Context: an optimization exercise on an open-source flow, tuned for small area. The choices shown serve that exercise and are no tape-out recipe. Where RTL was checked, it was by simulation tests only, not by an equivalence proof against the original. Only the layout flow was run in runs 2 and 3; the RTL was not checked for function there. Power is estimated from default activity; no workload was simulated.

==> design.v <==
`timescale 1ns / 1ps
module svo_term #(parameter FGN = 14, parameter FGTAP = 14) (
	input clk, resetn, pe,
	input        in_axis_tvalid,
	output       in_axis_tready,
	input  [7:0] in_axis_tdata,
	output fg
);
	reg [6:0] mem [0:255];
	reg [7:0] mem_start, mem_stop;
	reg [7:0] mem_portA_addr;
	reg [6:0] mem_portA_rdata;
	reg [6:0] mem_portA_wdata;
	reg mem_portA_wen;
	reg [7:0] mem_portB_addr;
	reg [6:0] mem_portB_rdata;
	reg [7:0] mem_start_B1, mem_stop_B1;
	reg [7:0] mem_start_B2, mem_stop_B2;
	reg [7:0] mem_start_B3, mem_stop_B3;
	reg [7:0] mem_start_B4, mem_stop_B4;
	reg [7:0] mem_stop_B;
	wire portA_nl = &mem_portA_rdata[6:5];
	wire portB_nl = &mem_portB_rdata[6:5];
	wire [6:0] in_code = in_axis_tdata[7] ? 7'd0 :
	                     in_axis_tdata == 8'd10 ? 7'b1100000 : in_axis_tdata[6:0] - 7'd32;
	always @(posedge clk) begin
		if (mem_portA_wen) begin
			mem_portA_rdata <= 0;
			mem[mem_portA_addr] <= mem_portA_wdata;
		end else begin
			mem_portA_rdata <= mem[mem_portA_addr];
		end
		if (pe)
			mem_portB_rdata <= mem_portB_addr != mem_stop_B ? mem[mem_portB_addr] : 7'd0;
		mem_start_B1 <= mem_start;
		mem_start_B2 <= mem_start_B1;
		mem_start_B3 <= mem_start_B2;
		mem_start_B4 <= mem_start_B3;
		mem_stop_B1 <= mem_stop;
		mem_stop_B2 <= mem_stop_B1;
		mem_stop_B3 <= mem_stop_B2;
		mem_stop_B4 <= mem_stop_B3;
	end
	reg request_remove_line_oclk;
	reg request_remove_line_syn1;
	reg request_remove_line_syn2;
	reg request_remove_line_syn3;
	reg request_remove_line;
	always @(posedge clk) begin
		request_remove_line_syn1 <= request_remove_line_oclk;
		request_remove_line_syn2 <= request_remove_line_syn1;
		request_remove_line_syn3 <= request_remove_line_syn2;
		request_remove_line <= request_remove_line_syn2 != request_remove_line_syn3;
	end
	reg remove_line;
	wire [7:0] next_mem_start = mem_start + 8'd1;
	wire [7:0] next_mem_stop = mem_stop + 8'd1;
	assign in_axis_tready = next_mem_stop != mem_start && !remove_line;
	always @(posedge clk) begin
		mem_portA_wen <= 0;
		mem_portA_wdata <= in_code;
		mem_portA_addr <= mem_start;
		if (request_remove_line && mem_start != mem_stop) begin
			mem_portA_addr <= next_mem_start;
			mem_start <= next_mem_start;
			remove_line <= 1;
		end
		if (!resetn) begin
			remove_line <= 0;
			mem_start <= 0;
			mem_stop <= 0;
		end else begin
			if (remove_line) begin
				if (portA_nl || mem_start == mem_stop) begin
					remove_line <= 0;
				end else begin
					mem_portA_addr <= next_mem_start;
					mem_start <= next_mem_start;
				end
			end else
			if (next_mem_stop == mem_start) begin
				if (mem_portA_addr == mem_start) begin
					mem_portA_addr <= next_mem_start;
					mem_start <= next_mem_start;
					remove_line <= 1;
				end
			end else
			if (in_axis_tvalid && in_axis_tready) begin
				if (in_axis_tdata >= 32 || in_axis_tdata == 8'd10) begin
					mem_stop <= next_mem_stop;
					mem_portA_addr <= mem_stop;
					mem_portA_wen <= 1;
				end else
				if (in_axis_tdata == 4) begin
					mem_stop <= mem_start;
				end else
				if (in_axis_tdata == 8) begin
					if (mem_stop != mem_start)
						mem_stop <= mem_stop - 8'd1;
				end
			end
		end
	end
	localparam [8191:0] fontmem = {
		8'b00000000, 8'b00000000, 8'b00000000, 8'b00000000, 8'b00000000, 8'b00000000, 8'b00000000, 8'b00000000,
		8'b00000000, 8'b00000000, 8'b00000000, 8'b01100000, 8'b10010010, 8'b00001100, 8'b00000000, 8'b00000000,
		8'b00000000, 8'b00001100, 8'b00010000, 8'b00010000, 8'b00100000, 8'b00010000, 8'b00010000, 8'b00001100,
		8'b00000000, 8'b00010000, 8'b00010000, 8'b00010000, 8'b00010000, 8'b00010000, 8'b00010000, 8'b00010000,
		8'b00000000, 8'b00110000, 8'b00001000, 8'b00001000, 8'b00000100, 8'b00001000, 8'b00001000, 8'b00110000,
		8'b00000000, 8'b00111100, 8'b00001000, 8'b00010000, 8'b00100000, 8'b00111100, 8'b00000000, 8'b00000000,
		8'b00111000, 8'b01000000, 8'b01110000, 8'b01001000, 8'b01001000, 8'b01001000, 8'b00000000, 8'b00000000,
		8'b00000000, 8'b01000100, 8'b00101000, 8'b00010000, 8'b00101000, 8'b01000100, 8'b00000000, 8'b00000000,
		8'b00000000, 8'b01000100, 8'b10101010, 8'b10010010, 8'b10000010, 8'b10000010, 8'b00000000, 8'b00000000,
		8'b00000000, 8'b00010000, 8'b00101000, 8'b01000100, 8'b01000100, 8'b01000100, 8'b00000000, 8'b00000000,
		8'b00000000, 8'b01011000, 8'b00100100, 8'b00100100, 8'b00100100, 8'b00100100, 8'b00000000, 8'b00000000,
		8'b00000000, 8'b00010000, 8'b00010000, 8'b00010000, 8'b00010000, 8'b00111000, 8'b00010000, 8'b00000000,
		8'b00000000, 8'b00011100, 8'b00100000, 8'b00011000, 8'b00000100, 8'b00111000, 8'b00000000, 8'b00000000,
		8'b00000000, 8'b00000100, 8'b00000100, 8'b00000100, 8'b00001100, 8'b00110100, 8'b00000000, 8'b00000000,
		8'b00100000, 8'b00100000, 8'b00111000, 8'b00100100, 8'b00100100, 8'b01011000, 8'b00000000, 8'b00000000,
		8'b00001000, 8'b00001000, 8'b00111000, 8'b01001000, 8'b01001000, 8'b00110100, 8'b00000000, 8'b00000000,
		8'b00000000, 8'b00111000, 8'b01000100, 8'b01000100, 8'b01000100, 8'b00111000, 8'b00000000, 8'b00000000,
		8'b00000000, 8'b01001000, 8'b01001000, 8'b01001000, 8'b01001000, 8'b00110100, 8'b00000000, 8'b00000000,
		8'b00000000, 8'b10000010, 8'b10000010, 8'b10010010, 8'b10010010, 8'b01101101, 8'b00000000, 8'b00000000,
		8'b00000000, 8'b00010000, 8'b00010000, 8'b00010000, 8'b00010000, 8'b00010000, 8'b00010000, 8'b00011000,
		8'b00000000, 8'b00100100, 8'b00010100, 8'b00001100, 8'b00010100, 8'b00100100, 8'b00000100, 8'b00000100,
		8'b00001100, 8'b00010000, 8'b00010000, 8'b00010000, 8'b00010000, 8'b00000000, 8'b00010000, 8'b00000000,
		8'b00000000, 8'b00010000, 8'b00010000, 8'b00010000, 8'b00010000, 8'b00000000, 8'b00010000, 8'b00000000,
		8'b00000000, 8'b01000100, 8'b01000100, 8'b01000100, 8'b01001100, 8'b00110100, 8'b00000100, 8'b00000100,
		8'b00111000, 8'b01000000, 8'b01111000, 8'b01000100, 8'b01000100, 8'b10111000, 8'b00000000, 8'b00000000,
		8'b00000000, 8'b00001000, 8'b00001000, 8'b00001000, 8'b00011100, 8'b00001000, 8'b01001000, 8'b00110000,
		8'b00000000, 8'b00111000, 8'b00000100, 8'b01111100, 8'b01000100, 8'b00111000, 8'b00000000, 8'b00000000,
		8'b00000000, 8'b10110000, 8'b01001000, 8'b01001000, 8'b01001000, 8'b01110000, 8'b01000000, 8'b01000000,
		8'b00000000, 8'b00111000, 8'b00000100, 8'b00000100, 8'b00000100, 8'b00111000, 8'b00000000, 8'b00000000,
		8'b00000000, 8'b00110100, 8'b01001000, 8'b01001000, 8'b01001000, 8'b00111000, 8'b00001000, 8'b00001000,
		8'b00000000, 8'b10111000, 8'b01000100, 8'b01000100, 8'b01111000, 8'b01000000, 8'b00111000, 8'b00000000,
		8'b00000000, 8'b00000000, 8'b00000000, 8'b00000000, 8'b00000000, 8'b00000000, 8'b00010000, 8'b00001000,
		8'b11111110, 8'b00000000, 8'b00000000, 8'b00000000, 8'b00000000, 8'b00000000, 8'b00000000, 8'b00000000,
		8'b00000000, 8'b00000000, 8'b00000000, 8'b00000000, 8'b00000000, 8'b01000100, 8'b00101000, 8'b00010000,
		8'b00000000, 8'b00111000, 8'b00100000, 8'b00100000, 8'b00100000, 8'b00100000, 8'b00100000, 8'b00111000,
		8'b00000000, 8'b10000000, 8'b01000000, 8'b00100000, 8'b00010000, 8'b00001000, 8'b00000100, 8'b00000010,
		8'b00000000, 8'b00111000, 8'b00001000, 8'b00001000, 8'b00001000, 8'b00001000, 8'b00001000, 8'b00111000,
		8'b00000000, 8'b01111100, 8'b00000100, 8'b00001000, 8'b00010000, 8'b00100000, 8'b01000000, 8'b01111100,
		8'b00000000, 8'b00010000, 8'b00010000, 8'b00010000, 8'b00010000, 8'b00101000, 8'b01000100, 8'b01000100,
		8'b00000000, 8'b01000100, 8'b01000100, 8'b00101000, 8'b00010000, 8'b00101000, 8'b01000100, 8'b01000100,
		8'b00000000, 8'b00101000, 8'b00101000, 8'b01010100, 8'b01010100, 8'b10000010, 8'b10000010, 8'b10000010,
		8'b00000000, 8'b00010000, 8'b00010000, 8'b00101000, 8'b00101000, 8'b01000100, 8'b01000100, 8'b01000100,
		8'b00000000, 8'b00111000, 8'b01000100, 8'b01000100, 8'b01000100, 8'b01000100, 8'b01000100, 8'b01000100,
		8'b00000000, 8'b00010000, 8'b00010000, 8'b00010000, 8'b00010000, 8'b00010000, 8'b00010000, 8'b01111100,
		8'b00000000, 8'b00111000, 8'b01000100, 8'b01000000, 8'b00111000, 8'b00000100, 8'b01000100, 8'b00111000,
		8'b00000000, 8'b01000100, 8'b00100100, 8'b00010100, 8'b00111100, 8'b01000100, 8'b01000100, 8'b00111100,
		8'b01100000, 8'b00111000, 8'b01000100, 8'b01000100, 8'b01000100, 8'b01000100, 8'b01000100, 8'b00111000,
		8'b00000000, 8'b00001000, 8'b00001000, 8'b00001000, 8'b00111000, 8'b01001000, 8'b01001000, 8'b00111000,
		8'b00000000, 8'b00111000, 8'b01000100, 8'b01000100, 8'b01000100, 8'b01000100, 8'b01000100, 8'b00111000,
		8'b00000000, 8'b01000100, 8'b01000100, 8'b01100100, 8'b01010100, 8'b01010100, 8'b01001100, 8'b01000100,
		8'b00000000, 8'b10000010, 8'b10000010, 8'b10000010, 8'b10010010, 8'b10101010, 8'b11000110, 8'b10000010,
		8'b00000000, 8'b01111000, 8'b00001000, 8'b00001000, 8'b00001000, 8'b00001000, 8'b00001000, 8'b00001000,
		8'b00000000, 8'b01000100, 8'b01000100, 8'b00100100, 8'b00011100, 8'b00100100, 8'b01000100, 8'b01000100,
		8'b00000000, 8'b00011000, 8'b00100100, 8'b00100100, 8'b00100000, 8'b00100000, 8'b00100000, 8'b01110000,
		8'b00000000, 8'b00111000, 8'b00010000, 8'b00010000, 8'b00010000, 8'b00010000, 8'b00010000, 8'b00111000,
		8'b00000000, 8'b01000100, 8'b01000100, 8'b01000100, 8'b01111100, 8'b01000100, 8'b01000100, 8'b01000100,
		8'b00000000, 8'b00111000, 8'b01000100, 8'b01000100, 8'b01110100, 8'b00000100, 8'b01000100, 8'b00111000,
		8'b00000000, 8'b00000100, 8'b00000100, 8'b00000100, 8'b01111100, 8'b00000100, 8'b00000100, 8'b01111100,
		8'b00000000, 8'b01111100, 8'b00000100, 8'b00000100, 8'b00111100, 8'b00000100, 8'b00000100, 8'b01111100,
		8'b00000000, 8'b00111100, 8'b01000100, 8'b01000100, 8'b01000100, 8'b01000100, 8'b01000100, 8'b00111100,
		8'b00000000, 8'b00111000, 8'b01000100, 8'b00000100, 8'b00000100, 8'b00000100, 8'b01000100, 8'b00111000,
		8'b00000000, 8'b00111100, 8'b01000100, 8'b01000100, 8'b00111100, 8'b01000100, 8'b01000100, 8'b00111100,
		8'b00000000, 8'b01000100, 8'b01000100, 8'b01000100, 8'b01111100, 8'b01000100, 8'b01000100, 8'b00111000,
		8'b00000000, 8'b00111000, 8'b00000100, 8'b01110100, 8'b01010100, 8'b01110100, 8'b01000100, 8'b00111000,
		8'b00000000, 8'b00010000, 8'b00000000, 8'b00010000, 8'b00100000, 8'b01000000, 8'b01000100, 8'b00111000,
		8'b00000000, 8'b00000100, 8'b00001000, 8'b00010000, 8'b00100000, 8'b00010000, 8'b00001000, 8'b00000100,
		8'b00000000, 8'b00000000, 8'b00000000, 8'b11111110, 8'b00000000, 8'b11111110, 8'b00000000, 8'b00000000,
		8'b00000000, 8'b00100000, 8'b00010000, 8'b00001000, 8'b00000100, 8'b00001000, 8'b00010000, 8'b00100000,
		8'b00010000, 8'b00100000, 8'b00110000, 8'b00110000, 8'b00000000, 8'b00110000, 8'b00110000, 8'b00000000,
		8'b00000000, 8'b00000000, 8'b00110000, 8'b00110000, 8'b00000000, 8'b00110000, 8'b00110000, 8'b00000000,
		8'b00000000, 8'b00111000, 8'b01000100, 8'b01000000, 8'b01111000, 8'b01000100, 8'b01000100, 8'b00111000,
		8'b00000000, 8'b00111000, 8'b01000100, 8'b01000100, 8'b00111000, 8'b01000100, 8'b01000100, 8'b00111000,
		8'b00000000, 8'b00001000, 8'b00001000, 8'b00001000, 8'b00010000, 8'b00100000, 8'b01000000, 8'b01111100,
		8'b00000000, 8'b00111000, 8'b01000100, 8'b01000100, 8'b00111100, 8'b00000100, 8'b01000100, 8'b00111000,
		8'b00000000, 8'b00111000, 8'b01000100, 8'b01000000, 8'b00111100, 8'b00000100, 8'b00000100, 8'b01111100,
		8'b00000000, 8'b01110000, 8'b00100000, 8'b00100000, 8'b01111100, 8'b00100100, 8'b00101000, 8'b00110000,
		8'b00000000, 8'b00111000, 8'b01000100, 8'b01000000, 8'b00110000, 8'b01000000, 8'b01000100, 8'b00111000,
		8'b00000000, 8'b01111100, 8'b00001000, 8'b00010000, 8'b00100000, 8'b01000000, 8'b01000100, 8'b00111000,
		8'b00000000, 8'b00111000, 8'b00010000, 8'b00010000, 8'b00010000, 8'b00010000, 8'b00011000, 8'b00010000,
		8'b00000000, 8'b00111000, 8'b01000100, 8'b01000100, 8'b01010100, 8'b01000100, 8'b01000100, 8'b00111000,
		8'b00000000, 8'b00000010, 8'b00000100, 8'b00001000, 8'b00010000, 8'b00100000, 8'b01000000, 8'b10000000,
		8'b00000000, 8'b00110000, 8'b00110000, 8'b00000000, 8'b00000000, 8'b00000000, 8'b00000000, 8'b00000000,
		8'b00000000, 8'b00000000, 8'b00000000, 8'b00000000, 8'b11111110, 8'b00000000, 8'b00000000, 8'b00000000,
		8'b00010000, 8'b00100000, 8'b00110000, 8'b00110000, 8'b00000000, 8'b00000000, 8'b00000000, 8'b00000000,
		8'b00000000, 8'b00010000, 8'b00010000, 8'b00010000, 8'b11111110, 8'b00010000, 8'b00010000, 8'b00010000,
		8'b00000000, 8'b00010000, 8'b10010010, 8'b01010100, 8'b00111000, 8'b01010100, 8'b10010010, 8'b00010000,
		8'b00000000, 8'b00001000, 8'b00010000, 8'b00100000, 8'b00100000, 8'b00100000, 8'b00010000, 8'b00001000,
		8'b00000000, 8'b00100000, 8'b00010000, 8'b00001000, 8'b00001000, 8'b00001000, 8'b00010000, 8'b00100000,
		8'b00000000, 8'b00000000, 8'b00000000, 8'b00000000, 8'b00000000, 8'b00000000, 8'b00010000, 8'b00010000,
		8'b00000000, 8'b01011100, 8'b00100010, 8'b01100010, 8'b00010100, 8'b00001000, 8'b00010100, 8'b00011000,
		8'b00000000, 8'b00000000, 8'b01100100, 8'b01101000, 8'b00010000, 8'b00101100, 8'b01001100, 8'b00000000,
		8'b00000000, 8'b00010000, 8'b00111100, 8'b01010000, 8'b00111000, 8'b00010100, 8'b01111000, 8'b00010000,
		8'b00000000, 8'b00101000, 8'b00101000, 8'b11111110, 8'b00101000, 8'b11111110, 8'b00101000, 8'b00101000,
		8'b00000000, 8'b00000000, 8'b00000000, 8'b00000000, 8'b00000000, 8'b00000000, 8'b00101000, 8'b00101000,
		8'b00000000, 8'b00010000, 8'b00000000, 8'b00010000, 8'b00010000, 8'b00010000, 8'b00010000, 8'b00010000,
		8'b00000000, 8'b00000000, 8'b00000000, 8'b00000000, 8'b00000000, 8'b00000000, 8'b00000000, 8'b00000000,
		8'b00000000, 8'b00000000, 8'b00000000, 8'b00000000, 8'b00000000, 8'b00000000, 8'b00000000, 8'b00000000,
		8'b00000000, 8'b00000000, 8'b00000000, 8'b00000000, 8'b00000000, 8'b00000000, 8'b00000000, 8'b00000000,
		8'b00000000, 8'b00000000, 8'b00000000, 8'b00000000, 8'b00000000, 8'b00000000, 8'b00000000, 8'b00000000,
		8'b00000000, 8'b00000000, 8'b00000000, 8'b00000000, 8'b00000000, 8'b00000000, 8'b00000000, 8'b00000000,
		8'b00000000, 8'b00000000, 8'b00000000, 8'b00000000, 8'b00000000, 8'b00000000, 8'b00000000, 8'b00000000,
		8'b00000000, 8'b00000000, 8'b00000000, 8'b00000000, 8'b00000000, 8'b00000000, 8'b00000000, 8'b00000000,
		8'b00000000, 8'b00000000, 8'b00000000, 8'b00000000, 8'b00000000, 8'b00000000, 8'b00000000, 8'b00000000,
		8'b00000000, 8'b00000000, 8'b00000000, 8'b00000000, 8'b00000000, 8'b00000000, 8'b00000000, 8'b00000000,
		8'b00000000, 8'b00000000, 8'b00000000, 8'b00000000, 8'b00000000, 8'b00000000, 8'b00000000, 8'b00000000,
		8'b00000000, 8'b00000000, 8'b00000000, 8'b00000000, 8'b00000000, 8'b00000000, 8'b00000000, 8'b00000000,
		8'b00000000, 8'b00000000, 8'b00000000, 8'b00000000, 8'b00000000, 8'b00000000, 8'b00000000, 8'b00000000,
		8'b00000000, 8'b00000000, 8'b00000000, 8'b00000000, 8'b00000000, 8'b00000000, 8'b00000000, 8'b00000000,
		8'b00000000, 8'b00000000, 8'b00000000, 8'b00000000, 8'b00000000, 8'b00000000, 8'b00000000, 8'b00000000,
		8'b00000000, 8'b00000000, 8'b00000000, 8'b00000000, 8'b00000000, 8'b00000000, 8'b00000000, 8'b00000000,
		8'b00000000, 8'b00000000, 8'b00000000, 8'b00000000, 8'b00000000, 8'b00000000, 8'b00000000, 8'b00000000,
		8'b00000000, 8'b00000000, 8'b00000000, 8'b00000000, 8'b00000000, 8'b00000000, 8'b00000000, 8'b00000000,
		8'b00000000, 8'b00000000, 8'b00000000, 8'b00000000, 8'b00000000, 8'b00000000, 8'b00000000, 8'b00000000,
		8'b00000000, 8'b00000000, 8'b00000000, 8'b00000000, 8'b00000000, 8'b00000000, 8'b00000000, 8'b00000000,
		8'b00000000, 8'b00000000, 8'b00000000, 8'b00000000, 8'b00000000, 8'b00000000, 8'b00000000, 8'b00000000,
		8'b00000000, 8'b00000000, 8'b00000000, 8'b00000000, 8'b00000000, 8'b00000000, 8'b00000000, 8'b00000000,
		8'b00000000, 8'b00000000, 8'b00000000, 8'b00000000, 8'b00000000, 8'b00000000, 8'b00000000, 8'b00000000,
		8'b00000000, 8'b00000000, 8'b00000000, 8'b00000000, 8'b00000000, 8'b00000000, 8'b00000000, 8'b00000000,
		8'b00000000, 8'b00000000, 8'b00000000, 8'b00000000, 8'b00000000, 8'b00000000, 8'b00000000, 8'b00000000,
		8'b00000000, 8'b00000000, 8'b00000000, 8'b00000000, 8'b00000000, 8'b00000000, 8'b00000000, 8'b00000000,
		8'b00000000, 8'b00000000, 8'b00000000, 8'b00000000, 8'b00000000, 8'b00000000, 8'b00000000, 8'b00000000,
		8'b00000000, 8'b00000000, 8'b00000000, 8'b00000000, 8'b00000000, 8'b00000000, 8'b00000000, 8'b00000000,
		8'b00000000, 8'b00000000, 8'b00000000, 8'b00000000, 8'b00000000, 8'b00000000, 8'b00000000, 8'b00000000,
		8'b00000000, 8'b00000000, 8'b00000000, 8'b00000000, 8'b00000000, 8'b00000000, 8'b00000000, 8'b00000000,
		8'b00000000, 8'b00000000, 8'b00000000, 8'b00000000, 8'b00000000, 8'b00000000, 8'b00000000, 8'b00000000,
		8'b00000000, 8'b00000000, 8'b00000000, 8'b00000000, 8'b00000000, 8'b00000000, 8'b00000000, 8'b00000000,
		8'b00000000, 8'b00000000, 8'b00000000, 8'b00000000, 8'b00000000, 8'b00000000, 8'b00000000, 8'b00000000,
		8'b00000000, 8'b00000000, 8'b00000000, 8'b00000000, 8'b00000000, 8'b00000000, 8'b00000000, 8'b00000000
	};
	localparam [8191:0] fontmem2 = fontmem >> 2048;
	reg [4:0] oresetn_q;
	always @(posedge clk)
		oresetn_q <= {oresetn_q[3:0], resetn};
	wire oresetn = oresetn_q[4];
	wire adv = oresetn && pe;
	reg p1_start_of_frame;
	reg p1_start_of_line;
	reg [10:0] p1_xpos;
	reg [9:0] p1_ypos;
	always @(posedge clk) begin
		if (!oresetn) begin
			p1_xpos <= 0;
			p1_ypos <= 0;
		end else
		if (pe) begin
			p1_start_of_frame <= !p1_xpos && !p1_ypos;
			p1_start_of_line <= !p1_xpos;
			if (p1_xpos == 1279) begin
				p1_xpos <= 0;
				p1_ypos <= p1_ypos == 719 ? 10'd0 : p1_ypos + 10'd1;
			end else begin
				p1_xpos <= p1_xpos + 11'd1;
			end
		end
	end
	reg [2:0] p2_x, p2_y;
	reg p2_found_end, p2_last_req_remline;
	reg [7:0] p2_line_start_addr;
	wire [7:0] next_mem_portB_addr = mem_portB_addr + 8'd1;
	always @(posedge clk) begin
		if (!oresetn) begin
			p2_found_end <= 1;
			p2_last_req_remline <= 1;
			request_remove_line_oclk <= 0;
		end else
		if (pe) begin
			if (mem_portB_addr == mem_stop_B)
				p2_found_end <= 1;
			if (p1_start_of_frame) begin
				if (!p2_found_end && !p2_last_req_remline) begin
					request_remove_line_oclk <= ~request_remove_line_oclk;
					p2_last_req_remline <= 1;
				end else
					p2_last_req_remline <= 0;
				mem_stop_B <= mem_stop_B4;
				mem_portB_addr <= mem_start_B4;
				p2_line_start_addr <= mem_start_B4;
				p2_found_end <= 0;
				p2_x <= 0;
				p2_y <= 0;
			end else
			if (p1_start_of_line) begin
				if (p2_y == 7) begin
					if (mem_portB_addr != mem_stop_B) begin
						mem_portB_addr <= next_mem_portB_addr;
						p2_line_start_addr <= next_mem_portB_addr;
					end else begin
						p2_line_start_addr <= mem_stop_B;
					end
				end else begin
					mem_portB_addr <= p2_line_start_addr;
				end
				p2_x <= 0;
				p2_y <= p2_y + 3'd1;
			end else begin
				if (p2_x == 7) begin
					if (mem_portB_addr != mem_stop_B && !portB_nl)
						mem_portB_addr <= next_mem_portB_addr;
				end
				p2_x <= p2_x + 3'd1;
			end
		end
	end
	reg [2:0] p3_x, p3_y, p4_x, p4_y;
	reg [6:0] p4_c;
	reg [FGN:1] fgq;
	always @(posedge clk) begin
		if (oresetn && pe) begin
			p3_x <= p2_x;
			p3_y <= p2_y;
			p4_c <= mem_portB_rdata;
			p4_x <= p3_x;
			p4_y <= p3_y;
			fgq <= {fgq[FGN-1:1], fontmem2[{p4_c, p4_y, p4_x}]};
		end
	end
	assign fg = fgq[FGTAP];
endmodule
`timescale 1ns / 1ps
module svo_tmds #(parameter CH0 = 0) (
	input clk, zero, dead, blank, hsync, vsync,
	input white, black, gray,
	input [2:0] c,
	output reg [9:0] dout
);
	reg signed [3:0] cnt;    
	reg [2:0] k;
	always @* begin
		if (dead || black) k = 3'd0;
		else if (white) k = 3'd6;
		else if (gray) k = 3'd3;
		else case (c)
			3'b000: k = 3'd0;
			3'b001, 3'b010: k = 3'd1;
			3'b011: k = 3'd3;
			3'b100: k = 3'd2;
			3'b101, 3'b110: k = 3'd4;
			default: k = 3'd5;
		endcase
	end
	wire neg = cnt[3];
	reg [9:0] sym;
	reg signed [3:0] step;
	always @* begin
		case ({k, neg})
			{3'd0, 1'b1}: begin sym = 10'h3ff; step =  4'sd5; end
			{3'd0, 1'b0}: begin sym = 10'h100; step = -4'sd4; end
			{3'd1, 1'b1}: begin sym = 10'h1f0; step =  4'sd0; end
			{3'd1, 1'b0}: begin sym = 10'h1f0; step =  4'sd0; end
			{3'd2, 1'b1}: begin sym = 10'h05f; step =  4'sd1; end
			{3'd2, 1'b0}: begin sym = 10'h2a0; step = -4'sd2; end
			{3'd3, 1'b1}: begin sym = 10'h31f; step =  4'sd2; end
			{3'd3, 1'b0}: begin sym = 10'h1e0; step = -4'sd1; end
			{3'd4, 1'b1}: begin sym = 10'h04f; step =  4'sd0; end
			{3'd4, 1'b0}: begin sym = 10'h2b0; step = -4'sd1; end
			{3'd5, 1'b1}: begin sym = 10'h0bf; step =  4'sd2; end
			{3'd5, 1'b0}: begin sym = 10'h240; step = -4'sd3; end
			{3'd6, 1'b1}: begin sym = 10'h0ff; step =  4'sd3; end
			default:      begin sym = 10'h200; step = -4'sd4; end
		endcase
	end
	always @* begin
		if (zero)
			dout = 10'd0;
		else if (blank && !dead)
			case (CH0 ? {vsync, hsync} : 2'b00)
				2'b00: dout = 10'b1101010100;
				2'b01: dout = 10'b0010101011;
				2'b10: dout = 10'b0101010100;
				default: dout = 10'b1010101011;
			endcase
		else
			dout = sym;
	end
	always @(posedge clk) begin
		if (zero || (blank && !dead))
			cnt <= 0;
		else
			cnt <= cnt + step;
	end
endmodule
`timescale 1ns / 1ps
module svo_hdmi_top (
	input clk,
	input resetn,
	input term_in_tvalid,
	output term_in_tready,
	input [7:0] term_in_tdata,
	output [9:0] tmds_ch0,
	output [9:0] tmds_ch1,
	output [9:0] tmds_ch2
);
	reg [10:0] hh;
	reg [9:0] vw;
	reg dead;
	wire h_last = hh == 11'd1663;
	wire h_eol = hh == 11'd1279;
	always @(posedge clk) begin
		if (!resetn) begin
			hh <= 11'd1512;
			vw <= 10'd174;
			dead <= 1;
		end else begin
			hh <= h_last ? 11'd0 : hh + 11'd1;
			if (h_eol) begin
				vw <= vw == 10'd747 ? 10'd0 : vw + 10'd1;
				if (vw == 10'd727)
					dead <= 0;
			end
		end
	end
	wire h_act = hh < 11'd1280;
	wire v_act = vw >= 10'd8 && vw < 10'd728;
	wire hsync = hh >= 11'd1344 && hh < 11'd1472;
	wire vsync = vw >= 10'd731 && vw < 10'd736;
	wire blank = !(h_act && v_act);
	wire zero = dead && vw == 10'd174 && hh >= 11'd1512 && hh < 11'd1519;
	wire win1 = vw == 10'd174 && hh >= 11'd1512 && hh <= 11'd1524;
	wire win2 = vw == 10'd727 && hh >= 11'd1266 && hh <= 11'd1275;
	wire pe = dead ? (win1 || win2) : !blank;
	wire fg;
	svo_term svo_term (
		.clk(clk),
		.resetn(resetn),
		.pe(pe),
		.in_axis_tvalid(term_in_tvalid),
		.in_axis_tready(term_in_tready),
		.in_axis_tdata(term_in_tdata),
		.fg(fg)
	);
	wire [32*32-1:0] bolt_bitmap = {
		32'b 00000000000000000000000000000000,
		32'b 01111111000000000000000001111111,
		32'b 01111100000000000000000000011111,
		32'b 01110000000000000000000000000111,
		32'b 01100000000000000000000000000011,
		32'b 01100000000000000000000000000011,
		32'b 01000000000000000000000000000001,
		32'b 01000000000000000000000000000001,
		32'b 00000000000000000000000000000000,
		32'b 00000000000000000000000000000000,
		32'b 00000000000000000000000000000000,
		32'b 00000000000000000000000000000000,
		32'b 00000000000000111100000000000000,
		32'b 00000000000001111110000000000000,
		32'b 00000000000011111111000000000000,
		32'b 00000000000011111111000000000000,
		32'b 00000000000011111111000000000000,
		32'b 00000000000011111111000000000000,
		32'b 00000000000001111110000000000000,
		32'b 00000000000000111100000000000000,
		32'b 00000000000000000000000000000000,
		32'b 00000000000000000000000000000000,
		32'b 00000000000000000000000000000000,
		32'b 00000000000000000000000000000000,
		32'b 00000000000000000000000000000000,
		32'b 01000000000000000000000000000001,
		32'b 01000000000000000000000000000001,
		32'b 01100000000000000000000000000011,
		32'b 01100000000000000000000000000011,
		32'b 01110000000000000000000000000111,
		32'b 01111100000000000000000000011111,
		32'b 01111111000000000000000001111111
	};
	function [31:0] xorshift(input [31:0] s);
		reg [31:0] t;
		begin
			t = s ^ (s << 13);
			t = t ^ (t >> 17);
			xorshift = t ^ (t << 5);
		end
	endfunction
	reg [31:0] rng;
	reg [8:0] col;
	wire [31:0] rng_next = xorshift(h_last ? {27'd0, vw[9:5]} ^ 32'd123456789 : rng);
	always @(posedge clk) begin
		rng <= rng_next;
		if (&hh[4:0])
			col <= rng_next[8:0];
	end
	wire [5:0] cx = hh[10:5];
	wire [4:0] cy = vw[9:5];
	wire bolt_cell = (cx == 6'd1 || cx == 6'd38) && (cy == 5'd1 || cy == 5'd21);
	wire bolt_on = bolt_bitmap[{vw[4:0], hh[4:0]}];
	wire grid = &hh[4:0] || &vw[4:0];
	wire white = fg || (bolt_cell && bolt_on);
	wire black = !white && (bolt_cell || grid);
	wire gray = col == 9'd0;
	svo_tmds #(.CH0(1)) svo_tmds_0 (
		.clk(clk), .zero(zero), .dead(dead), .blank(blank), .hsync(hsync), .vsync(vsync),
		.white(white), .black(black), .gray(gray), .c(col[8:6]), .dout(tmds_ch0));
	svo_tmds #(.CH0(0)) svo_tmds_1 (
		.clk(clk), .zero(zero), .dead(dead), .blank(blank), .hsync(1'b0), .vsync(1'b0),
		.white(white), .black(black), .gray(gray), .c(col[5:3]), .dout(tmds_ch1));
	svo_tmds #(.CH0(0)) svo_tmds_2 (
		.clk(clk), .zero(zero), .dead(dead), .blank(blank), .hsync(1'b0), .vsync(1'b0),
		.white(white), .black(black), .gray(gray), .c(col[2:0]), .dout(tmds_ch2));
endmodule
==> run.sh <==
#!/bin/bash
# synth_recipe.tcl (not shown) runs the flow's synth.tcl, then flattens the netlist and writes it again
# the make line also repeats each setting of config.mk as NAME=value (left out here)
make -C /OpenROAD-flow-scripts/flow DESIGN_CONFIG=/design/flow/config.mk WORK_HOME=/design/flow/orfs CLKGATE_MAP_FILE= SYNTH_SCRIPT=/design/flow/synth_recipe.tcl finish
==> config.mk <==
export PLATFORM = sky130hd
export DESIGN_NAME = svo_hdmi_top
export DESIGN_NICKNAME = svo_hdmi_top
export VERILOG_FILES = /design/flow/design.v
export SDC_FILE = /design/flow/constraint.sdc
export NUM_CORES = 4
export LEC_CHECK = 0
export CAP_MARGIN = 20
export CORE_MARGIN = 2
export CORE_UTILIZATION = 40
export SLEW_MARGIN = 20
==> constraint.sdc <==
create_clock -name core_clock -period 13.4 [get_ports {clk}]
set_input_delay 2.6800 -clock core_clock [delete_from_list [all_inputs] [get_ports {clk}]]
set_output_delay 2.6800 -clock core_clock [all_outputs]
set_load 0.01 [all_outputs]
==> results of run 1 <==
## through the flow
stage	util [%]	cells
floorplan	-	5069
global placement	41.7	7820
detailed placement	41.7	7820
CTS	44.9	8222
global route	44.9	8226
finish	44.9	8228
## cell families (layout without fill, tap and decap cells)
family                   Yosys count  count (layout)  synth area share, %
XOR/XNOR                         157             157                 1.54
flip-flops                      2071            2071                 66.9
multiplexers                     798             798                 19.4
other                              0               3                    0
AND/OR/NAND/NOR                  975             975                 5.10
AO/OA/AOI/OAI                    583             583                 4.35
adder cells (fa/ha/maj)           59              59                0.839
buffers and inverters            426             590                 1.92
## Yosys cell counts, drive strengths merged, types with 20 or more instances
cell	count	area share, %
dfxtp	198	4.4
and2	24	0.17
clkbuf	242	1.0
nand2	166	0.69
nor2	418	1.7
mux4	757	19
and3	24	0.17
nand4	29	0.20
nor2b	41	0.28
nor3	58	0.32
a31oi	27	0.19
or3	24	0.17
o211ai	28	0.25
xor2	60	0.58
nand3	75	0.42
edfxtp	1873	62
ha	54	0.75
a21oi	133	0.74
o21ai	134	0.74
xnor2	96	0.93
mux2i	33	0.37
inv	56	0.23
a211oi	38	0.32
nand2b	32	0.22
buf	126	0.67
o22ai	20	0.14
## area by class of cell
cell class | count | area, um2
Timing Repair Buffer | 130 | 1250
Clock inverter | 138 | 1460
Sequential cell | 2071 | 60200
Multi-Input combinational cell | 2572 | 28200
Tap cell | 2992 | 3740
Clock buffer | 264 | 5580
Inverter | 58 | 218
Antenna cell | 3 | 7.51
Fill cell | 19193 | 124000
## worst min path at each step
stage,slack (ns),end,cells past startpoint
CTS,0.31,svo_term.oresetn_q[2],0
finish,0.32,svo_term.oresetn_q[2],0
global route,0.32,svo_term.oresetn_q[2],0
detailed placement,0.31,svo_term.mem_start_B4[1],0
global placement,0.31,svo_term.oresetn_q[4],0
floorplan,0.31,svo_term.mem_start_B2[0],0
## metal layers
metal / wire length, um / global-route usage [%] / share of wire (%)
met1: 99800 / 29.2 / 43
met2: 109000 / 31.5 / 47
met3: 18500 / 3.77 / 7.9
met4: 5620 / 5.25 / 2.4
met5: 0 / 0 / 0
## flip-flops by register name (all words and copies together), names as in the netlist, 9 cells and up
name,count
svo_term.p1_ypos,10
rng,32
svo_term.p1_xpos,11
col,9
svo_term.mem,1792
vw,10
svo_term.fgq,14
hh,11
## where the power goes
group	total (mW)	leakage, nW	internal [mW]	switching (mW)
sequential	7.37	18.8	7.17	0.201
combinational	3.17	9.16	1.37	1.80
clock	5.95	3.42	3.37	2.58
total	16.5	31.4	11.9	4.58
## worst reg2reg max path: cells and delay by family (launching register included)
family                 cells  cell delay [ns]
AO/OA/AOI/OAI              1             0.24
multiplexers               4             2.40
flip-flops                 1             0.33
buffers and inverters      3             2.25
## cell usage in the layout, fill, tap and decap left out, drive strengths merged, types with 14 or more instances in the layout
master	count
nand3	75
edfxtp	1873
a31oi	27
clkdlybuf4s50	41
nand4	29
o211ai	28
and2	24
o21a	14
nor4	16
bufinv	20
a21oi	133
xor2	60
ha	54
nor3	58
a21o	14
nand2b	32
inv	67
or3	24
buf	89
mux2i	33
o22ai	20
clkinv	100
mux4	757
a211oi	38
o21ai	134
and3	24
xnor2	96
o311ai	18
dfxtp	198
a22oi	14
clkbuf	264
nand2	166
nor2	418
nor2b	41
==> summary.md, run 1 <==
| Metric | Value |
|---|---|
| Crit-path most repeated cell | ha_1 |
| Sink Count | 2071 |
| # Post-CTS Setup Buffers | 0 |
| Synth cell types | 94 |
| DP Area | 93600 um2 |
| WP data required | 10.72 ns |
| Buffers added on ports | 41 |
| Synth warn | 4 |
| 1st-pass router iterations | 6 |
| Outcome | no timing/DRC/antenna violations |
| CP max-delay cell | dfxtp_1 |
| Post-Syn Nets | 5137 |
| Worst reg2reg path endpoint | svo_term.mem_portB_rdata[3] |
| Worst hold slack | 0.318 ns |
| Post-DP HPWL | 143 mm |
| # H-tree levels | 4 |
| GP Congestion | 0.938 |
| PD cells | 164 nW/um2 |
| Fin. Hold Viols | 0 |
| Number of enable flip-flop cells after synthesis | 1873 |
| Worst R2R Start | svo_term.mem_portB_addr[0] |
| RSZ-0062 raised after global routing | false |
| Register area share after synthesis | 66.9% |
| Crit-path cells | inv_1 > ha_1 > nand3b_1 > a211oi_1 > nor3_1 > o311ai_4 > o211ai_4 > buf_4 > o211ai_1 > ha_1 > and4_4 > or4_1 > a21oi_1 > clkdlybuf4s50_1 |
| Worst Setup EP | tmds_ch1[9] |
| GRT overflow | 0 |
| Initial Util | 40.2% |
| Worst-Skew Late Latency | 0.87 ns |
| Final Cycle Share | 61.3% |
| P&R area growth vs syn | 11.8% |
| Longest Clk Path Bufs | 3 |
| Design area | 101000 um2 |
| CTS resizes | 0 |
| Core area | 224000 um2 |
| Initial antenna violation count | 4 |
| First-pass GRT wire length | 343 mm |
| Arr. time, crit path | 5.53 ns |
| Largest stage delay, worst path | 0.67 ns |
| Clock skew | 0.0509 ns |
| DR vias/cell | 5.95 |
| Root buffer cell | clkbuf_16 |
| CTS clk-pin slew, worst paths | 0.06 ns |
| Setup TNS Final | 0 ns |
| Design Power | 16.5 mW |
| WP depth | 14 |
| Mapped Cells | 5069 |
| Total GRT Usage | 20.2% |
| CTS Hold Buffers Added | 0 |
| Worst Path Max Fanout | 37 |
| Pre-CTS setup slack | 6.09 ns |
| Initial DRC count | 6454 |
| Crit. Startpoint | hh[2] |
| Share of cells above drive strength 1 | 23.3% |
| Die width | 479 um |
| Nets@finish | 5114 |
| Netlist Area Pre-Place | 90100 um2 |
| Slew HR | 22.8% |
| Pin count of the biggest net entering global routing | 257 |
| Register-to-Register Path Depth | 8 |
| Syn Area/Cell | 17.8 um2 |
| Final ANT Viol Nets | 0 |
| Max Cap Viol | 0 |
| Register-to-Register Setup Slack | 7.86 ns |
| CTS tree | built |
| Routed len/inst | 28.3 um |
| Count of pins over their slew limit | 0 |
| Leakage power | 31.4 nW |
| Buf+Inv Stages, Crit Path | 3 |
| Post-synthesis async set-or-reset flop share | 0% |
| Count of final setup violators | 0 |
| Worst slew pin tran | 1.15 ns |
| Min cycle time layout | 8.21 ns |
| Final wirelength | 233 mm |
| Delay-heaviest family, CP | simple AND/OR/NAND/NOR gates |
| Setup ws final | 5.19 ns |
| Kind of start point of the critical path | flop |
| Number of global-route vias before repair | 48794 |
| Post-synth top flop | edfxtp_1 |
| Io pins | 42 |
| Die height | 479 um |
| Hold/Removal Path Class | reg2reg |
| # DRC | 0 |
| Worst Setup Path Type | reg2out |
| Rows | 174 |
| Hold Startpoint | svo_term.oresetn_q[1] |
| Full die area | 229000 um2 |
| Fmax | 122 MHz |
| Peak VDD IR | 0.137 mV |
| Crit end category | primary output |
| Vias | 48967 |
| TritonCTS buffer count | 213 |
| #FFs+latches synth | 2071 |
==> run 2, diff against run 1 <==
--- a/design.v
+++ b/design.v
@@ -1,45 +1,69 @@
 `timescale 1ns / 1ps
 module svo_term #(parameter FGN = 14, parameter FGTAP = 14) (
-	input clk, resetn, pe,
+	input clk, resetn, pe, sof, sol, cap,
 	input        in_axis_tvalid,
 	output       in_axis_tready,
 	input  [7:0] in_axis_tdata,
 	output fg
 );
-	reg [6:0] mem [0:255];
 	reg [7:0] mem_start, mem_stop;
 	reg [7:0] mem_portA_addr;
-	reg [6:0] mem_portA_rdata;
 	reg [6:0] mem_portA_wdata;
 	reg mem_portA_wen;
 	reg [7:0] mem_portB_addr;
 	reg [6:0] mem_portB_rdata;
-	reg [7:0] mem_start_B1, mem_stop_B1;
-	reg [7:0] mem_start_B2, mem_stop_B2;
-	reg [7:0] mem_start_B3, mem_stop_B3;
-	reg [7:0] mem_start_B4, mem_stop_B4;
+	reg [7:0] mem_start_C, mem_stop_C;
 	reg [7:0] mem_stop_B;
-	wire portA_nl = &mem_portA_rdata[6:5];
 	wire portB_nl = &mem_portB_rdata[6:5];
 	wire [6:0] in_code = in_axis_tdata[7] ? 7'd0 :
 	                     in_axis_tdata == 8'd10 ? 7'b1100000 : in_axis_tdata[6:0] - 7'd32;
-	always @(posedge clk) begin
-		if (mem_portA_wen) begin
-			mem_portA_rdata <= 0;
-			mem[mem_portA_addr] <= mem_portA_wdata;
-		end else begin
-			mem_portA_rdata <= mem[mem_portA_addr];
+	wire [15:0] a_lo, a_hi, b_lo, b_hi;
+	genvar gi;
+	generate for (gi = 0; gi < 16; gi = gi + 1) begin : predec
+		assign a_lo[gi] = mem_portA_addr[3:0] == gi;
+		assign a_hi[gi] = mem_portA_addr[7:4] == gi;
+		assign b_lo[gi] = mem_portB_addr[3:0] == gi;
+		assign b_hi[gi] = mem_portB_addr[7:4] == gi;
+	end endgenerate
+	wire [255:0] nl_flags;
+	wire [7*256-1:0] ents;
+	generate for (gi = 0; gi < 256; gi = gi + 1) begin : ent
+		reg [6:0] q;
+		always @(posedge clk)
+			if (mem_portA_wen && a_hi[gi / 16] && a_lo[gi % 16])
+				q <= mem_portA_wdata;
+		assign nl_flags[gi] = &q[6:5];
+		assign ents[7*gi +: 7] = q;
+	end endgenerate
+	reg rdA;
+	reg [15:0] rowA;
+	reg [6:0] rdB, colB [0:15];
+	integer i, j;
+	always @* begin
+		rdA = 0;
+		for (j = 0; j < 16; j = j + 1) begin
+			rowA[j] = 0;
+			for (i = 0; i < 16; i = i + 1)
+				rowA[j] = rowA[j] | (nl_flags[16*j+i] & a_lo[i]);
+			rdA = rdA | (rowA[j] & a_hi[j]);
+		end
+		rdB = 0;
+		for (j = 0; j < 16; j = j + 1) begin
+			colB[j] = 0;
+			for (i = 0; i < 16; i = i + 1)
+				colB[j] = colB[j] | (ents[7*(16*j+i) +: 7] & {7{b_lo[i]}});
+			rdB = rdB | (colB[j] & {7{b_hi[j]}});
 		end
+	end
+	reg portA_nl;
+	always @(posedge clk) begin
+		portA_nl <= !mem_portA_wen && rdA;
 		if (pe)
-			mem_portB_rdata <= mem_portB_addr != mem_stop_B ? mem[mem_portB_addr] : 7'd0;
-		mem_start_B1 <= mem_start;
-		mem_start_B2 <= mem_start_B1;
-		mem_start_B3 <= mem_start_B2;
-		mem_start_B4 <= mem_start_B3;
-		mem_stop_B1 <= mem_stop;
-		mem_stop_B2 <= mem_stop_B1;
-		mem_stop_B3 <= mem_stop_B2;
-		mem_stop_B4 <= mem_stop_B3;
+			mem_portB_rdata <= mem_portB_addr != mem_stop_B ? rdB : 7'd0;
+		if (cap) begin
+			mem_start_C <= mem_start;
+			mem_stop_C <= mem_stop;
+		end
 	end
 	reg request_remove_line_oclk;
 	reg request_remove_line_syn1;
@@ -232,37 +256,15 @@
 		8'b00000000, 8'b00000000, 8'b00000000, 8'b00000000, 8'b00000000, 8'b00000000, 8'b00000000, 8'b00000000
 	};
 	localparam [8191:0] fontmem2 = fontmem >> 2048;
-	reg [4:0] oresetn_q;
-	always @(posedge clk)
-		oresetn_q <= {oresetn_q[3:0], resetn};
-	wire oresetn = oresetn_q[4];
-	wire adv = oresetn && pe;
-	reg p1_start_of_frame;
-	reg p1_start_of_line;
-	reg [10:0] p1_xpos;
-	reg [9:0] p1_ypos;
-	always @(posedge clk) begin
-		if (!oresetn) begin
-			p1_xpos <= 0;
-			p1_ypos <= 0;
-		end else
-		if (pe) begin
-			p1_start_of_frame <= !p1_xpos && !p1_ypos;
-			p1_start_of_line <= !p1_xpos;
-			if (p1_xpos == 1279) begin
-				p1_xpos <= 0;
-				p1_ypos <= p1_ypos == 719 ? 10'd0 : p1_ypos + 10'd1;
-			end else begin
-				p1_xpos <= p1_xpos + 11'd1;
-			end
-		end
-	end
+	wire adv = pe;
+	wire p1_start_of_frame = sof;
+	wire p1_start_of_line = sol;
 	reg [2:0] p2_x, p2_y;
 	reg p2_found_end, p2_last_req_remline;
 	reg [7:0] p2_line_start_addr;
 	wire [7:0] next_mem_portB_addr = mem_portB_addr + 8'd1;
 	always @(posedge clk) begin
-		if (!oresetn) begin
+		if (!resetn) begin
 			p2_found_end <= 1;
 			p2_last_req_remline <= 1;
 			request_remove_line_oclk <= 0;
@@ -276,9 +278,9 @@
 					p2_last_req_remline <= 1;
 				end else
 					p2_last_req_remline <= 0;
-				mem_stop_B <= mem_stop_B4;
-				mem_portB_addr <= mem_start_B4;
-				p2_line_start_addr <= mem_start_B4;
+				mem_stop_B <= mem_stop_C;
+				mem_portB_addr <= mem_start_C;
+				p2_line_start_addr <= mem_start_C;
 				p2_found_end <= 0;
 				p2_x <= 0;
 				p2_y <= 0;
@@ -309,7 +311,7 @@
 	reg [6:0] p4_c;
 	reg [FGN:1] fgq;
 	always @(posedge clk) begin
-		if (oresetn && pe) begin
+		if (pe) begin
 			p3_x <= p2_x;
 			p3_y <= p2_y;
 			p4_c <= mem_portB_rdata;
@@ -419,14 +421,18 @@
 	wire vsync = vw >= 10'd731 && vw < 10'd736;
 	wire blank = !(h_act && v_act);
 	wire zero = dead && vw == 10'd174 && hh >= 11'd1512 && hh < 11'd1519;
-	wire win1 = vw == 10'd174 && hh >= 11'd1512 && hh <= 11'd1524;
+	wire win1 = vw == 10'd174 && hh >= 11'd1517 && hh <= 11'd1524;
 	wire win2 = vw == 10'd727 && hh >= 11'd1266 && hh <= 11'd1275;
 	wire pe = dead ? (win1 || win2) : !blank;
+	wire first = vw == 10'd174 && hh == 11'd1518;
+	wire sof = dead ? first : vw == 10'd727 && hh == 11'd1263;
+	wire sol = dead ? first : hh == 11'd1263;
+	wire cap = dead ? vw == 10'd174 && hh == 11'd1514 : vw == 10'd727 && hh == 11'd1259;
 	wire fg;
 	svo_term svo_term (
 		.clk(clk),
 		.resetn(resetn),
-		.pe(pe),
+		.pe(pe), .sof(sof), .sol(sol), .cap(cap),
 		.in_axis_tvalid(term_in_tvalid),
 		.in_axis_tready(term_in_tready),
 		.in_axis_tdata(term_in_tdata),
--- a/config.mk
+++ b/config.mk
@@ -7,5 +7,7 @@
 export LEC_CHECK = 0
 export CAP_MARGIN = 20
 export CORE_MARGIN = 2
-export CORE_UTILIZATION = 40
+export CORE_UTILIZATION = 60
+export CTS_BUF_LIST = sky130_fd_sc_hd__clkbuf_8
+export CTS_CLUSTER_SIZE = 30
 export SLEW_MARGIN = 20
==> summary.md, run 2 <==
| Metric | Value |
|---|---|
| CTS tree | built |
| Max Cap Viol | 0 (unchanged) |
| Worst R2R Start | svo_term.mem_portB_addr[3] |
| Buffers added on ports | 41 (unchanged) |
| Top cells by area, synth | edfxtp_1 (69%), a22oi_1 (4.5%), dfxtp_1 (2.6%) |
| Most common cell after layout, fill and taps aside | edfxtp_1 |
| Total GRT Usage | 38.6% (+18 points) |
| Initial DRC count | 9218 (+43%) |
| Number of enable flip-flop cells after synthesis | 1887 (+0.75%) |
| Hold Startpoint | svo_term.request_remove_line_syn1 |
| Largest Register | svo_term.ent.q |
| DP Area | 84700 um2 (-9.4%) |
| Crit. Startpoint | hh[1] |
| RSZ-0062 raised after global routing | false |
| Io pins | 42 (unchanged) |
| Slew HR | 14.8% (-8.0 points) |
| WP data required | 10.72 ns (about the same) |
| Setup ws final | 5.22 ns (+0.0272 ns) |
| Synth warn | 5 (+1) |
| Max reg flops | 1792 (unchanged) |
| CTS clk-pin slew, worst paths | 0.06 ns (about the same) |
| Count of final setup violators | 0 (unchanged) |
| Delay-heaviest family, CP | simple AND/OR/NAND/NOR gates |
| Setup TNS Final | 0 ns (unchanged) |
| Core area | 137000 um2 (-39%) |
| Synth cell types | 115 (+22%) |
| Leakage power | 29.1 nW (-7.1%) |
| Outcome | no timing/DRC/antenna violations |
| Worst Setup Path Type | reg2out |
| Fin. Hold Viols | 0 (unchanged) |
| Nets@finish | 5987 (+17%) |
| # H-tree levels | 5 (+1) |
| Die width | 375 um (-22%) |
| Full die area | 141000 um2 (-39%) |
| Filler instances | 9896 (-48%) |
| Pre-CTS setup slack | 6.19 ns (+0.109 ns) |
| Yosys top cell by area | edfxtp_1 |
| Fmax | 122 MHz (+0.33%) |
| DR vias/cell | 7.21 (+21%) |
| Final ANT Viol Nets | 0 (unchanged) |
| #FFs+latches synth | 1994 (-3.7%) |
| Clock skew | 0.0911 ns (+0.0402 ns) |
| Initial antenna violation count | 7 (+3) |
| Netlist Area Pre-Place | 82600 um2 (-8.3%) |
| Die height | 375 um (-22%) |
| Post-DP HPWL | 166 mm (+16%) |
| CTS resizes | 0 (unchanged) |
| Post-synthesis async set-or-reset flop share | 0% (unchanged) |
| Design Power | 12.6 mW (-24%) |
| Hold/Removal Path Class | reg2reg |
| # Post-CTS Setup Buffers | 0 (unchanged) |
| Worst slew pin tran | 1.28 ns (+0.122 ns) |
| Post-Syn Nets | 5892 (+15%) |
| Regs by FF count | svo_term.ent.q (1792), rng (32), svo_term.fgq (14) |
| Min cycle time layout | 8.18 ns (-0.0272 ns) |
| GRT overflow | 0 (unchanged) |
| Placed cells | 7383 (-5.6%) |
| PD cells | 138 nW/um2 (-16%) |
| GP Congestion | 1.00 (+7.2%) |
| Register area share after synthesis | 71.2% (+4.3 points) |
| Crit-path cells | ha_1 > inv_1 > nor2_1 > ha_1 > or3_1 > nor3_1 > o21ai_0 > ha_1 > inv_1 > o32ai_1 > a221oi_1 > o31a_1 > clkdlybuf4s50_1 |
| Pin count of the biggest net entering global routing | 184 (-28%) |
| Root buffer cell | clkbuf_8 |
| Worst-Skew Late Latency | 1.03 ns (+0.16 ns) |
| Final Cycle Share | 61.1% (-0.20 points) |
| Sink Count | 1994 (-3.7%) |
| Design area | 90700 um2 (-9.9%) |
| Share of cells above drive strength 1 | 10.5% (-13 points) |
| Number of global-route vias before repair | 54860 (+12%) |
| Peak VDD IR | 0.133 mV (-2.9%) |
| Arr. time, crit path | 5.50 ns (-0.03 ns) |
| # DRC | 0 (unchanged) |
| Post-synth top flop | edfxtp_1 |
| Fin util | 66.2% (+21 points) |
| First-pass GRT wire length | 390 mm (+14%) |
| Count of pins over their slew limit | 0 (unchanged) |
| Worst Path Max Fanout | 12 (-68%) |
| Vias | 57353 (+17%) |
| Seq. cell area | 58800 um2 (-2.3%) |
| Longest Clk Path Bufs | 4 (+1) |
| Buf+Inv Stages, Crit Path | 3 (unchanged) |
| CTS Hold Buffers Added | 0 (unchanged) |
| TritonCTS buffer count | 329 (+54%) |
| Crit-path most repeated cell | ha_1 |
| Area occupied by multi-input gates | 22000 um2 (-22%) |
| Synth top cells by count | edfxtp_1 (1887), nor2_1 (503), a22oi_1 (496) |
| Crit end category | primary output |
| Non-Filler Instances | 7957 (-3.3%) |
| Routed len/inst | 34.6 um (+22%) |
| Most common cell in the netlist | edfxtp_1 |
| 1st-pass router iterations | 13 (+7) |
| Commonest cells after routing, fill and taps aside | edfxtp_1 (1887), a22oi_1 (496), nor2_1 (494) |
| Initial Util | 60.3% (+20 points) |
| Mapped Cells | 5827 (+15%) |
| CP max-delay cell | or3_1 |
| Syn Area/Cell | 14.2 um2 (-20%) |
| Rows | 136 (-22%) |
| Final wirelength | 276 mm (+18%) |
| Worst hold slack | 0.336 ns (+0.0188 ns) |
| Largest stage delay, worst path | 0.59 ns (-0.08 ns) |
| P&R area growth vs syn | 9.84% |
| Kind of start point of the critical path | flop |
| Post-synth top area share | 68.6% (+6.1 points) |
-- run 2: changes by cell type in the layout (fill, tap and decap cells not counted), sizes merged, moves of 112 or more --
cell / before / now
mux4: 757 / 1
a22oi: 14 / 496
nand3: 75 / 409
a22o: 2 / 211
a221oi: 13 / 212
nand4: 29 / 141
-- run 2: worst paths after layout --
kind                                  endpoint  slack, ns  cells after the start
min          svo_term.request_remove_line_syn2       0.34                      0
max reg2reg        svo_term.mem_portB_rdata[6]       8.20                      9
min reg2reg  svo_term.request_remove_line_syn2       0.34                      0
max                                tmds_ch1[9]       5.22                     13
-- run 2: logic make-up (layout without fill, tap and decap cells) --
| kind of cell | count (synthesis) | count (layout) | share of synthesized area, % |
|---|---|---|---|
| flip-flops | 1994 | 1994 | 71.2 |
| AND/OR/NAND/NOR | 1613 | 1613 | 9.66 |
| AO/OA/AOI/OAI | 1539 | 1539 | 13.9 |
| buffers and inverters | 450 | 783 | 2.41 |
| XOR/XNOR | 141 | 141 | 1.49 |
| adder cells (fa/ha/maj) | 54 | 54 | 0.845 |
| multiplexers | 36 | 36 | 0.460 |
| other | 0 | 3 | 0 |
-- run 2: area by class of cell --
type,count,area share [%]
antenna,3,0.00827
inverter,50,0.207
tap,1794,2.47
clock inverter,226,1.36
multi-input combinational,3383,24.3
clock buffer,343,5.20
timing repair buffer,164,1.62
sequential,1994,64.8
-- run 2: where the power goes --
group / switching, mW / internal [mW] / total (mW) / leakage (nW)
Sequential: 0.0528 / 6.85 / 6.91 / 18.1
Clock: 2.40 / 2.58 / 4.98 / 3.42
Combinational: 0.526 / 0.148 / 0.674 / 7.60
Total: 2.98 / 9.58 / 12.6 / 29.1
-- run 2: routing by layer --
metal,GRT usage (%),part of all wire [%],up-vias
met5,0,0.0098,-
li1,-,-,23639
met3,12.3,14,859
met4,16.8,4.9,4
met1,53.4,37,28286
met2,56.7,43,4565
==> run 3, diff against run 2 <==
--- a/design.v
+++ b/design.v
@@ -44,7 +44,7 @@
 		for (j = 0; j < 16; j = j + 1) begin
 			rowA[j] = 0;
 			for (i = 0; i < 16; i = i + 1)
-				rowA[j] = rowA[j] | (nl_flags[16*j+i] & a_lo[i]);
+				rowA[j] = rowA[j] | (ents[7*(16*j+i)+6] & ents[7*(16*j+i)+5] & a_lo[i]);
 			rdA = rdA | (rowA[j] & a_hi[j]);
 		end
 		rdB = 0;
==> flow/run.sh (new file) <==
#!/bin/bash
# Standard layout; only the clock tree is built differently: larger sink
# clusters and no dummy loads, so it needs far fewer clock buffers.
set -euo pipefail
export CTS_ARGS="-sink_clustering_enable -repair_clock_nets -dont_use_dummy_load -sink_clustering_size 25 -sink_clustering_max_diameter 80"
bash standard.sh finish > standard.log 2>&1
==> standard.sh (new file) <==
#!/bin/bash
# synth_recipe.tcl (not shown) runs the flow's synth.tcl, then flattens the netlist and writes it again
# the make line also repeats each setting of config.mk as NAME=value (left out here)
make -C /OpenROAD-flow-scripts/flow DESIGN_CONFIG=/design/flow/config.mk WORK_HOME=/design/flow/orfs CLKGATE_MAP_FILE= SYNTH_SCRIPT=/design/flow/synth_recipe.tcl "${@:-finish}"
--- a/config.mk
+++ b/config.mk
@@ -8,6 +8,4 @@
 export CAP_MARGIN = 20
 export CORE_MARGIN = 2
 export CORE_UTILIZATION = 60
-export CTS_BUF_LIST = sky130_fd_sc_hd__clkbuf_8
-export CTS_CLUSTER_SIZE = 30
 export SLEW_MARGIN = 20
removed: run.sh
==> summary.md, run 3 <==
| Metric | Value |
|---|---|
| Outcome | no timing/DRC/antenna violations |
| Worst reg2reg path endpoint | svo_term.mem_portB_rdata[3] |
| Final Cycle Share | 55.1% (-6.0 points) |
| Initial Util | 60.5% (+0.21 points) |
| Root buffer cell | clkbuf_16 |
| Register-to-Register Setup Slack | 8.59 ns (+0.39 ns) |
| Rows | 135 (-0.74%) |
| Peak VDD IR | 0.151 mV (+13%) |
| Design Power | 10.7 mW (-15%) |
| 1st-pass router iterations | 9 (-4) |
| Hold/Removal Path Class | reg2reg |
| DR vias/cell | 7.47 (+3.6%) |
| Netlist Area Pre-Place | 82100 um2 (-0.63%) |
| Most common cell after layout, fill and taps aside | edfxtp_1 |
| Min cycle time layout | 7.38 ns (-0.801 ns) |
| # H-tree levels | 3 (-2) |
| DP Area | 84400 um2 (-0.46%) |
| TritonCTS buffer count | 98 (-70%) |
| Net Sw Frac | 22.4% (-1.3 points) |
| Hold Startpoint | svo_term.request_remove_line_syn1 |
| Vias | 55496 (-3.2%) |
| Clk pwr share | 29.4% (-10 points) |
| Filler instances | 9925 (+0.29%) |
| Largest Register | svo_term.ent.q |
| CTS resizes | 0 (unchanged) |
| Post-synthesis xor/xnor area fraction | 1.47% (-0.022 points) |
| Setup TNS Final | 0 ns (unchanged) |
| Worst R2R Start | svo_term.mem_portB_addr[2] |
| Fin. Hold Viols | 0 (unchanged) |
| Nets@finish | 5714 (-4.6%) |
| Share of cells above drive strength 1 | 5.72% (-4.8 points) |
| Io pins | 42 (unchanged) |
| Simple-Gate Fraction of Synth Area | 9.24% (-0.43 points) |
| Crit-path most repeated cell | nor2_1 |
| CTS tree | built |
| RSZ-0062 raised after global routing | false |
| Combinational family with the most area after synthesis | compound AO/OA/AOI/OAI gates |
| #FFs+latches synth | 1994 (unchanged) |
| Crit end category | primary output |
| Register-to-Register Path Depth | 10 (+1) |
| Crit-path cells | ha_1 > and3_1 > ha_1 > nor3_1 > nand2_1 > nor2_1 > o21ai_0 > ha_1 > inv_1 > nor2_1 > a21oi_1 > nor2_1 > a21oi_1 > nor2_1 > clkdlybuf4s50_1 |
| First-pass GRT wire length | 380 mm (-2.6%) |
| Mux cell area share after synthesis | 0.407% (-0.053 points) |
| Sw power | 2.40 mW (-20%) |
| Total GRT Usage | 37.8% (-0.83 points) |
| Synth Area in Adders | 0.890% (+0.045 points) |
| Logic pwr share | 6.1% (+0.7 points) |
| Hold path endpoint | svo_term.request_remove_line_syn2 |
| Initial antenna violation count | 13 (+6) |
| Sink Count | 1994 (unchanged) |
| Regs by FF count | svo_term.ent.q (1792), rng (32), svo_term.fgq (14) |
| Compound-Gate Fraction of Synth Area | 14.1% (+0.19 points) |
| GP Congestion | 1.01 (+0.77%) |
| Synth warn | 5 (unchanged) |
| Largest stage delay, worst path | 0.49 ns (-0.10 ns) |
| Clock skew | 0.111 ns (+0.0196 ns) |
| Post-synth top area share | 69.0% (+0.44 points) |
| Die width | 374 um (-0.31%) |
| Kind of start point of the critical path | flop |
| Power Internal | 8.30 mW (-13%) |
| Non-Filler Instances | 7433 (-6.6%) |
| Worst hold path depth | 0 (unchanged) |
| Synth top cells by count | edfxtp_1 (1887), nor2_1 (539), a22oi_1 (444) |
| Register area share after synthesis | 71.6% (+0.45 points) |
| Mapped Cells | 5792 (-0.60%) |
| Initial DRC count | 9210 (-0.087%) |
| Count of pins over their slew limit | 0 (unchanged) |
| GRT overflow | 0 (unchanged) |
| Routed len/inst | 36.1 um (+4.3%) |
| Number of enable flip-flop cells after synthesis | 1887 (unchanged) |
| WP data required | 10.72 ns (about the same) |
| Top cells by area, synth | edfxtp_1 (69%), a22oi_1 (4.1%), a221oi_1 (2.6%) |
| Final ANT Viol Nets | 0 (unchanged) |
| Buffers added on ports | 41 (unchanged) |
| CP max-delay cell | clkdlybuf4s50_1 |
| Delay-heaviest family, CP | simple AND/OR/NAND/NOR gates |
| Pin count of the biggest net entering global routing | 105 (-43%) |
| Full die area | 140000 um2 (-0.63%) |
| Worst hold slack | 0.335 ns (-0.00157 ns) |
| Post-Syn Nets | 5858 (-0.58%) |
| # Post-CTS Setup Buffers | 0 (unchanged) |
| Synth cell types | 104 (-9.6%) |
| Core area | 136000 um2 (-0.98%) |
| Longest Clk Path Bufs | 3 (-1) |
| Yosys top cell by area | edfxtp_1 |
| Post-synth top flop | edfxtp_1 |
| Die height | 374 um (-0.31%) |
| Worst-Skew Late Latency | 0.78 ns (-0.25 ns) |
| # DRC | 0 (unchanged) |
| Worst Setup Path Type | reg2out |
| Arr. time, crit path | 4.70 ns (-0.80 ns) |
| Post-DP HPWL | 164 mm (-1.3%) |
| Most common cell in the netlist | edfxtp_1 |
| Sequential share of power | 64.5% (+9.5 points) |
| Post-synthesis async set-or-reset flop share | 0% (unchanged) |
| Syn Area/Cell | 14.2 um2 (about the same) |
| Leakage power | 26.6 nW (-8.5%) |
| Buf+Inv Stages, Crit Path | 2 (-1) |
| Slew HR | 13.9% (-0.97 points) |
| Fmax | 135 MHz (+11%) |
| Final wirelength | 269 mm (-2.6%) |
| Design area | 86900 um2 (-4.3%) |
| PD cells | 123 nW/um2 (-11%) |
| CTS clk-pin slew, worst paths | 0.08 ns (+0.02 ns) |
| Max Cap Viol | 0 (unchanged) |
| Count of final setup violators | 0 (unchanged) |
| Max reg flops | 1792 (unchanged) |
| Worst Path Max Fanout | 12 (unchanged) |
| CTS Hold Buffers Added | 0 (unchanged) |
| Commonest cells after routing, fill and taps aside | edfxtp_1 (1887), nor2_1 (529), a22oi_1 (444) |
| Worst slew pin tran | 1.29 ns (+0.0130 ns) |
| Number of global-route vias before repair | 51847 (-5.5%) |
| Placed cells | 7327 (-0.76%) |
| P&R area growth vs syn | 5.81% |
==> run 3: cell type report <==
class	count	area, um2	area share, %
Sequential cell	1994	58800	67.7
Multi-Input combinational cell	3348	21700	25.0
Antenna cell	6	15.0	0.0173
Timing Repair Buffer	161	1450	1.67
Clock buffer	98	2450	2.82
Tap cell	1781	2230	2.57
Inverter	45	169	0.194
==> run 3: logic make-up after synthesis <==
family,Yosys count
flip-flops,1994
AND/OR/NAND/NOR,1561
XOR/XNOR,138
adder cells (fa/ha/maj),57
buffers and inverters,450
AO/OA/AOI/OAI,1561
multiplexers,31
==> run 3: how the worst max path moves through the flow <==
stage	startpoint	end	slack, ns	depth (start not counted)
detailed placement	hh[1]	tmds_ch1[7]	6.71	14
floorplan	hh[1]	tmds_ch0[1]	7.69	13
global route	hh[1]	tmds_ch1[7]	5.56	14
finish	hh[1]	tmds_ch1[7]	6.02	15
global placement	hh[1]	tmds_ch1[2]	6.79	15
CTS	hh[1]	tmds_ch1[7]	5.98	15
==> run 3: power by group through the flow <==
stage	sequential, mW	clock (mW)	combinational, mW
floorplan	7.06	0	0.318
global placement	7.04	0	0.612
detailed placement	7.04	0	0.618
CTS	6.90	3.13	0.620
global route	6.91	3.32	0.672
finish	6.90	3.14	0.651
==> run 3: metal layers <==
layer | share of wire (%) | wire length, um | up-vias | GRT usage (%)
met1 | 37 | 99100 | 27586 | 52.5
met3 | 13 | 33600 | 804 | 8.43
li1 | - | - | 22781 | -
met4 | 5.8 | 15700 | 16 | 19.2
met2 | 45 | 120000 | 4309 | 56.7
met5 | 0.035 | 94 | - | 0.103
==> run 3: through the flow <==
stage / util, % / setup slack, ns
CTS: 64.0 / 5.98
finish: 64.0 / 6.02
global route: 64.0 / 5.56
global placement: 62.2 / 6.79
detailed placement: 62.2 / 6.71
floorplan: - / 7.69

==> static timing again, ports no longer ideal <==
The results above use ideal ports. As a check the final layouts listed here were re-extracted and re-timed, cells and wires unchanged.
Step 1 sets driving cells, clkbuf_16 on the clock port and buf_2 on the other inputs (assumed; they add their load-dependent delay and slew).
Step 2 moves the port delays by t, midway between the first and last clock arrival at a register: inputs arrive t later, outputs are due t later. That takes back most of the time a late clock gives input paths.
a / b / c = ideal ports / drivers / drivers and shift; a / b = the first two.
run | t (ns) | slack for setup (ns) | hold WS [ns] | worst register clock-pin slew, ns
run 1 | 0.943 | 5.188 / 5.091 / 6.034 | 0.318 / 0.318 / 0.318 | 0.07 / 0.07
run 2 | 1.063 | 5.215 / 5.133 / 6.196 | 0.336 / 0.336 / 0.336 | 0.09 / 0.09
run 3 | 0.793 | 6.016 / 5.930 / 6.723 | 0.335 / 0.335 / 0.335 | 0.11 / 0.11
After both steps every run listed still meets setup and hold.
